Source: an optimization exercise on an open RTL-to-GDS flow (aim: small area). Production flows keep margins and buffers that such runs may drop. Function was checked by simulation only, so behaviour that the tests miss may differ from the original.

Setup of v6:
## nvdl_term
module nvdl_term (
  input clk,
  input rst,
  input ps2_clk,
  input ps2_dat,
  output vram_we,
  output [11:0] vram_waddr,
  output [7:0] vram_wascii,
  output [2:0] vram_wfg,
  output [2:0] vram_wbg,
  output [11:0] vram_raddr,
  input [7:0] vram_rascii,
  input [2:0] vram_rfg,
  input [2:0] vram_rbg,
  output [3:0] vga_r,
  output [3:0] vga_g,
  output [3:0] vga_b,
  output vga_hs,
  output vga_vs,
  output vga_valid
);
Size: about 1600 cells after synthesis, roughly 72 I/O pins, roughly 0.011 mm² of cells after synthesis.
==> flow/config.mk <==
export PLATFORM = sky130hd
export DESIGN_NAME = nvdl_term
export DESIGN_NICKNAME = nvdl_term
export VERILOG_FILES = /design/flow/design.v
export SDC_FILE = /design/flow/constraint.sdc
export NUM_CORES = 4
export LEC_CHECK = 0
export ABC_AREA = 1
export CAP_MARGIN = 20
export CELL_PAD_IN_SITES_DETAIL_PLACEMENT = 1
export CELL_PAD_IN_SITES_GLOBAL_PLACEMENT = 2
export CORE_MARGIN = 2
export CORE_UTILIZATION = 25
export CTS_BUF_LIST = sky130_fd_sc_hd__clkbuf_8
export PLACE_DENSITY = 0.45
export SLEW_MARGIN = 20
export SYNTH_MEMORY_MAX_BITS = 65536
==> flow/constraint.sdc <==
create_clock -name core_clock -period 12.0 [get_ports {clk}]
set_input_delay 2.4000 -clock core_clock [delete_from_list [all_inputs] [get_ports {clk}]]
set_output_delay 2.4000 -clock core_clock [all_outputs]
set_load 0.01 [all_outputs]
standard.sh (not shown) runs the stock make flow with config.mk's settings and CLKGATE_MAP_FILE= SYNTH_SCRIPT=/design/flow/synth_recipe.tcl, a recipe that flattens the netlist after the stock synthesis.
==> flow/flow/run.sh <==
#!/bin/bash
# Own flow: the standard synthesis, then the combinational logic between
# the (untouched) flip-flops is re-mapped by ABC for area, then the standard flow's
# standard layout from the floorplan on. Each tool's output goes to a log
# file in the work folder.
set -euo pipefail
WORK=$(pwd)
FL=$WORK/flow
R=$WORK/orfs/results/$FLOW_PLATFORM/nvdl_term/base
LIB=$FLOW_HOME/platforms/$FLOW_PLATFORM/lib/sky130_fd_sc_hd__tt_025C_1v80.lib
YOSYS=yosys
if [[ -x $FLOW_HOME/../tools/install/yosys/bin/yosys ]]; then
  YOSYS=$FLOW_HOME/../tools/install/yosys/bin/yosys
fi

bash standard.sh synth > $WORK/flow_synth.log 2>&1
cp $R/1_2_yosys.v $WORK/remap_in.v

# 2. re-map the combinational logic; sequential cells stay black boxes
SEQ=$(awk '/^ *cell *\(/{c=$0; gsub(/.*cell *\( *"?|"? *\).*/,"",c)} /^ *(ff|latch|statetable) *\(/{print c}' $LIB | sort -u)
DU=$(sed 's/^/-dont_use /' $FL/dont_use.txt | tr '\n' ' ')
{
  echo "read_liberty -ignore_miss_func $LIB"
  echo "read_verilog -defer $WORK/remap_in.v"
  echo "hierarchy -top $FLOW_TOP"
  for c in $SEQ; do
    if grep -q "$c " $WORK/remap_in.v; then echo "blackbox $c"; fi
  done
  echo "flatten"
  echo "opt_clean -purge"
  echo "tee -o $WORK/remap_stat_in.txt stat"
  echo "abc -liberty $LIB $DU -script $FL/remap.abc"
  echo "opt_clean -purge"
  echo "read_liberty -lib -overwrite -ignore_miss_func $LIB"
  echo "splitnets"
  echo "opt_clean -purge"
  echo "hilomap -singleton -hicell sky130_fd_sc_hd__conb_1 HI -locell sky130_fd_sc_hd__conb_1 LO"
  echo "insbuf -buf sky130_fd_sc_hd__buf_1 A X"
  echo "check -assert"
  echo "tee -o $WORK/remap_stat.txt stat -liberty $LIB"
  echo "write_verilog -noattr -nohex -nodec $WORK/remap_out.v"
} > $WORK/remap.ys
$YOSYS -s $WORK/remap.ys > $WORK/flow_remap.log 2>&1

# 3. standard layout on the re-mapped netlist
cp $WORK/remap_out.v $R/1_2_yosys.v
rm -f $R/1_synth.odb $R/1_synth.sdc
# port buffers: the smallest buffer instead of the library pick
export BUFFER_PORTS_ARGS="-buffer_cell sky130_fd_sc_hd__buf_1"
bash standard.sh > $WORK/flow_layout.log 2>&1
Other scripts of this flow, unchanged in this note and not shown: flow/flow/dont_use.txt, flow/flow/remap.abc
In summary, v6 completed successfully, with a layout that passed the timing, design-rule and antenna checks.
The inputs of v7 differ from those of v6 as listed below.
Settings: CTS_BUF_LIST no longer set, was sky130_fd_sc_hd__clkbuf_8.
Findings:
- v7 against v6: final antenna diode count has increased, final routed wirelength across all metal layers has decreased.
- Comparing the two runs side by side, v7 comes out behind v6 on design area.
- | final cell count | v7 vs v6 | ≈ equal |
- The run showing the greater maximum frequency is v7.

## re-timing with driven ports
The flow's constraints put no driver on any port. The routed layouts listed below were extracted and timed again, unchanged, in two steps.
Step 1 assumes that a clkbuf_16 drives the clock port and a buf_2 every other input.
Step 2 moves the port delays by t, midway between the first and last clock arrival at a register: inputs arrive t later, outputs are due t later. That takes back most of the time a late clock gives input paths.
Three values: no drivers, after step 1, after step 2; two values: the first two.
run | shift t [ns] | setup WS [ns] | worst setup path at the end | worst register clock-pin slew, ns | worst slew at a driven data input, ns
v6 | 0.472 | 1.370 / 1.317 / 1.584 | input to output | 0.11 / 0.11 | 0.03
v7 | 0.434 | 1.467 / 1.406 / 1.576 | input to output | 0.08 / 0.08 | 0.03
After both steps every run listed still meets setup and hold.
